Background: an optimization exercise with open tools, aiming at small area and a short achievable clock period. Do not read the settings as production practice. Where RTL was checked, it was by simulation tests only, not by an equivalence proof against the original. Power and IR drop assume default switching activity.

Setup of wip/pepper:
==> flow/design.v <==
module pg_0 (
    input logic a,
    input logic b,
    output logic p,
    output logic g
);
assign p = a ^ b;
assign g = a & b;
endmodule
module pg_1plus (
    input logic pi_cur,
    input logic gi_cur,
    input logic pi_prev,
    input logic gi_prev,
    output logic pout,
    output logic gout
);
assign pout = pi_cur & pi_prev;
assign gout = gi_cur | (pi_cur & gi_prev);
endmodule
module ks_add #(
    parameter N = 64
)
(
    input  logic         clk,
    input  logic         rstn_,
    input  logic         en,
    input  logic [N-1:0] a,
    input  logic [N-1:0] b,
    output logic [N-1:0] out
);
    localparam int K = 7;                  
    localparam int W = N / K;              
    localparam int R = N - W * K;          
    function automatic int lo_bit(input int k);
        lo_bit = k * W + ((k < R) ? k : R);
    endfunction
    logic [K-2:0] c_reg;                   
    logic [K-2:0] c_nxt;
    logic [N-1:0] s_nxt;
    genvar k;
    generate
        for (k = 0; k < K; k++) begin : chunk
            localparam int LO = lo_bit(k);
            localparam int HI = lo_bit(k + 1) - 1;
            logic [HI-LO+1:0] s;
            logic cin;
            logic [HI-LO+2:0] t;
            if (k == 0) begin : first
                assign cin = 1'b0;
            end else begin : rest
                assign cin = c_reg[k-1];
            end
            assign t = {1'b0, a[HI:LO], 1'b1} + {1'b0, b[HI:LO], cin};
            assign s = t[HI-LO+2:1];
            assign s_nxt[HI:LO] = s[HI-LO:0];
            if (k < K - 1) begin : carry
                assign c_nxt[k] = s[HI-LO+1];
            end
        end
    endgenerate
    always_ff @(posedge clk) begin
        if (!rstn_) begin
            out <= '0;
        end else if (en) begin
            out <= s_nxt;
        end
    end
    always_ff @(posedge clk) begin
        if (en) begin
            c_reg <= c_nxt;
        end
    end
endmodule
==> flow/config.mk <==
export PLATFORM = sky130hd
export DESIGN_NAME = ks_add
export DESIGN_NICKNAME = ks_add
export VERILOG_FILES = /design/flow/design.v
export SDC_FILE = /design/flow/constraint.sdc
export NUM_CORES = 4
export LEC_CHECK = 0
export CAP_MARGIN = 20
export CORE_MARGIN = 2
export CORE_UTILIZATION = 65
export CTS_BUF_LIST = sky130_fd_sc_hd__clkbuf_4 sky130_fd_sc_hd__clkbuf_8
export SLEW_MARGIN = 20
==> flow/constraint.sdc <==
create_clock -name core_clock -period 2.0 [get_ports {clk}]
set_input_delay 0.4000 -clock core_clock [delete_from_list [all_inputs] [get_ports {clk}]]
set_output_delay 0.4000 -clock core_clock [all_outputs]
set_load 0.01 [all_outputs]
standard.sh (not shown) runs the stock make flow with config.mk's settings and CLKGATE_MAP_FILE= SYNTH_SCRIPT=/design/flow/synth_recipe.tcl, a recipe that flattens the netlist after the stock synthesis.
==> flow/flow/run.sh <==
#!/bin/bash
# The standard layout, except that the input and output ports get the
# smallest buffer cell instead of the one buffer_ports picks by itself.
set -euo pipefail
export BUFFER_PORTS_ARGS="-buffer_cell sky130_fd_sc_hd__buf_1"
bash standard.sh finish > standard_flow.log 2>&1
--- input diff wip/pepper..wip/violet ---
- swapping 65 for 40 in CORE_UTILIZATION
- clearing CTS_BUF_LIST, which used to be sky130_fd_sc_hd__clkbuf_4 sky130_fd_sc_hd__clkbuf_8
## What came out
- wip/violet ended up with a lower starting utilization of the core area than wip/pepper did.
- As far as highest net fanout along the worst path goes, wip/violet and wip/pepper are indistinguishable; the numbers are identical.
- Summary — signed area change from the synthesized netlist to the final layout, wip/violet relative to wip/pepper: higher, by 3.2 points.
- The run showing the smaller relative slew slack is wip/pepper.
- Per the comparison of wip/violet with wip/pepper, area of all placed cells without fillers saw an increase, clock buffer count rose 1, layout filler cell count rose by 693.
- Compared with wip/pepper, wip/violet degrades wire length of the first global-routing pass.
Modified inputs, wip/zinc compared to wip/violet
- SETUP_SLACK_MARGIN newly set to 0.5
- ABC_CLOCK_PERIOD_IN_PS newly set to 1400
==> flow/run.sh (new file) <==
#!/bin/bash
# synth_recipe.tcl (not shown) runs the flow's synth.tcl, then flattens the netlist and writes it again
# the make line also repeats each setting of config.mk as NAME=value (left out here)
make -C /OpenROAD-flow-scripts/flow DESIGN_CONFIG=/design/flow/config.mk WORK_HOME=/design/flow/orfs CLKGATE_MAP_FILE= SYNTH_SCRIPT=/design/flow/synth_recipe.tcl finish
removed: flow/flow/run.sh
removed: flow/standard.sh
==> summary.txt <==
The group drawing the most power comes out registers in one run and combinational logic in the other, namely in wip/violet and wip/zinc respectively.
wip/violet tops out at a lower clock frequency than wip/zinc.
wip/zinc ended with more global-route usage than wip/violet.
Diff wip/zinc and wip/violet: core utilization lower in wip/violet
wip/zinc vs wip/violet — largest net degree at the start of global routing dropped by more than half
wip/zinc vs wip/violet, power spent charging and discharging nets went up by 0.32 mW.
wip/violet completed every stage of the flow, and the final layout passed the timing, design-rule and antenna checks.
Both conditions hold for wip/zinc: the flow ran to the end and the final layout passed the timing, design-rule and antenna checks.
The overall die height was comparable across wip/zinc and wip/violet.
Summary of wip/zinc over wip/violet: layout overhead on the synthesized area now sits higher, area occupied by multi-input gates rose by about 30%, peak supply drop went up by about 0.44%.

* * *

ks_add, a different RTL version from the one above (not shown whole).
Size: about 800 cells after synthesis, about 200 I/O pins, about 4800 µm² of cells after synthesis.
clock: 2.0 ns
lec_check: 0
abc_area: 1
cap_margin: 20
core_margin: 2
core_utilization: 45
setup_slack_margin: 0.75
slew_margin: 20
synth_hierarchical: 1
synth_minimum_keep_size: 0
==> flow/flow/run.sh <==
#!/bin/bash
# The standard layout, except that the input and output ports get the
# smallest buffer cell instead of the one buffer_ports picks by itself.
set -euo pipefail
export BUFFER_PORTS_ARGS="-buffer_cell sky130_fd_sc_hd__buf_1"
bash standard.sh finish > standard_flow.log 2>&1
==> next run, changes <==
SETUP_SLACK_MARGIN = 0.72   (was 0.75)
What happened:
- The changed run completed with no timing, DRC or antenna violations
- worst hold slack gains 0.0058 ns
- register-to-register slack hardly moves
- total power goes down by about 9%
- clock-buffer cell count goes up by 4
- non-clock buffer count goes up by 2
- routed wire length goes down by 1.8%
- maximum frequency goes down by about 0.9%
==> next run, changes <==
SETUP_SLACK_MARGIN = 0.6   (was 0.72)
Effect: The new run completed with no timing, DRC or antenna violations; routed wire length falls by a few percent; global-route usage hardly moves; sequential share of layout area rose by 1.2 points; worst setup slack degrades by 0.055 ns; cell area shrinks by a few percent; first-iteration DRC count went up by about a fifth; via count shrinks slightly; core utilization fell by 3.0 points; clock skew is about the same.
==> next run, changes <==
PLACE_DENSITY = 0.7   (was unset)
SETUP_SLACK_MARGIN = 0.7   (was 0.6)
- total power goes down by a few percent
- via count goes down slightly
- sequential share of layout area drops by 0.63 points

* * *

ks_add, a different RTL version from the one above (not shown whole).
Size: about 70 flip-flops, roughly 200 I/O pins, roughly 5100 sq um of cells after synthesis.
clock: 2.0 ns
lec_check: 0
abc_area: 1
cap_margin: 20
core_margin: 2
core_utilization: 40
cts_cluster_diameter: 200
cts_cluster_size: 50
slew_margin: 20
synth_hierarchical: 1
synth_minimum_keep_size: 0
Scripts as last shown in full above: flow/flow/run.sh
The baseline finished clean.
Rerun with:
Settings changed: CORE_UTILIZATION 40 to 60, CTS_CLUSTER_DIAMETER 200 to not set, CTS_CLUSTER_SIZE 50 to not set, PLACE_DENSITY set to 0.75.
The new run completed without violations. Critical path depth came out lower by 3. Via count came out higher by 4.8%. Cell count came out lower by 5.3%. Count of clock-buffer cells in the layout came out lower by 5. Synthesized cell count is unchanged. First-iteration DRC count came out lower by 34%. Register-to-register slack got worse by 0.11 ns. Die area came out lower by about 32%.
Rerun with:
Settings changed: CORE_UTILIZATION 60 to 40, PLACE_DENSITY 0.75 to not set.
Outcome: Clock skew shrinks by 0.0052 ns. Via count falls by 4.6%. Die area went up by about 50%. Cell area grows by 2.3%. First-iteration DRC count climbs by 51%. Sequential share of layout area goes down by 0.52 points.

* * *

Another version of the RTL of ks_add (not shown whole).
Size: ~510 cells after synthesis, ~200 I/O pins.
// ks_add
module ks_add #(
    parameter N = 64
)
(
    input  logic         clk,
    input  logic         rstn_,
    input  logic         en,
    input  logic [N-1:0] a,
    input  logic [N-1:0] b,
    output logic [N-1:0] out
);
export LEC_CHECK = 0
export ABC_CLOCK_PERIOD_IN_PS = 1000
export CAP_MARGIN = 20
export CORE_MARGIN = 2
export CORE_UTILIZATION = 40
export SLEW_MARGIN = 20
create_clock -name core_clock -period 2.0 [get_ports {clk}]
Scripts as last shown in full above: flow/flow/run.sh
The starting point finished but failed the layout checks on negative setup slack.
Rerun with:
==> flow/run.sh (new file) <==
#!/bin/bash
# synth_recipe.tcl (not shown) runs the flow's synth.tcl, then flattens the netlist and writes it again
# the make line also repeats each setting of config.mk as NAME=value (left out here)
make -C /OpenROAD-flow-scripts/flow DESIGN_CONFIG=/design/flow/config.mk WORK_HOME=/design/flow/orfs CLKGATE_MAP_FILE= SYNTH_SCRIPT=/design/flow/synth_recipe.tcl finish
Settings changed: ABC_CLOCK_PERIOD_IN_PS 1000 to default.
removed: flow/flow/run.sh
removed: flow/standard.sh
The new run finished but failed the layout checks on negative setup slack.
Power went up by 13%.
Cell area went up by 28%.
Area after synthesis does not change.
Rerun with:
==> flow/flow/run.sh (new file) <==
#!/bin/bash
# The standard layout, except that the input and output ports get the
# smallest buffer cell instead of the one buffer_ports picks by itself.
set -euo pipefail
export BUFFER_PORTS_ARGS="-buffer_cell sky130_fd_sc_hd__buf_1"
bash standard.sh finish > standard_flow.log 2>&1
==> flow/standard.sh (new file) <==
#!/bin/bash
# synth_recipe.tcl (not shown) runs the flow's synth.tcl, then flattens the netlist and writes it again
# the make line also repeats each setting of config.mk as NAME=value (left out here)
make -C /OpenROAD-flow-scripts/flow DESIGN_CONFIG=/design/flow/config.mk WORK_HOME=/design/flow/orfs CLKGATE_MAP_FILE= SYNTH_SCRIPT=/design/flow/synth_recipe.tcl "${@:-finish}"
removed: flow/run.sh
The new run finished with negative setup slack left. Worst setup slack degrades by 0.011 ns. Core utilization drops by 15 points. Synthesized cell count is unchanged. Power fell by roughly a tenth. Via count came out lower by a few percent.
Rerun with:
Settings changed: ABC_CLOCK_PERIOD_IN_PS from default to 700.
The changed run completed and failed the layout checks on negative setup slack.
Clock-buffer cell count does not change.
Hold slack does not change.
Final area is unchanged.
No run of this note included a check of the RTL's function; only the layout flow was run.

[afterwards: timing with drivers on the ports]
The results above use ideal ports. As a check the final layouts listed here were re-extracted and re-timed, cells and wires unchanged.
Step 1 sets driving cells, clkbuf_16 on the clock port and buf_2 on the other inputs (assumed; they add their load-dependent delay and slew).
Step 2 times the ports against the registers' clock, not the clock port: input delays grow and output delays shrink by t, the midpoint of the rising clock arrivals with the driver on.
Slacks: ideal / step 1 / step 2; pairs: ideal / step 1.
| run | t (ns) | setup slack, ns | worst setup path at the end |
|---|---|---|---|
| wip/pepper | 0.359 | 0.120 / 0.120 / -0.083 | input to register |
| wip/violet | 0.369 | 0.152 / 0.152 / -0.087 | input to register |
| wip/zinc | 0.372 | 0.189 / 0.189 / -0.086 | input to register |
| the first run of note 2 | 0.394 | 0.767 / 0.735 / 0.411 | input to register |
| the second run of note 2 | 0.364 | 0.756 / 0.723 / 0.446 | input to register |
| the third run of note 2 | 0.383 | 0.701 / 0.667 / 0.336 | input to register |
| the fourth run of note 2 | 0.356 | 0.748 / 0.716 / 0.459 | input to register |
| the first run of note 3 | 0.372 | 0.653 / 0.672 / 0.300 | input to register |
| the second run of note 3 | 0.370 | 0.596 / 0.596 / 0.275 | input to register |
| the third run of note 3 | 0.372 | 0.653 / 0.672 / 0.300 | input to register |
| the first run of note 4 | 0.366 | -0.141 / -0.137 / -0.504 | input to register |
| the second run of note 4 | 0.372 | -0.130 / -0.123 / -0.495 | input to register |
| the third run of note 4 | 0.366 | -0.141 / -0.137 / -0.504 | input to register |
| the fourth run of note 4 | 0.366 | -0.141 / -0.137 / -0.504 | input to register |
With both steps, setup timing fails in wip/pepper, wip/violet and wip/zinc, where it was met with ideal ports.
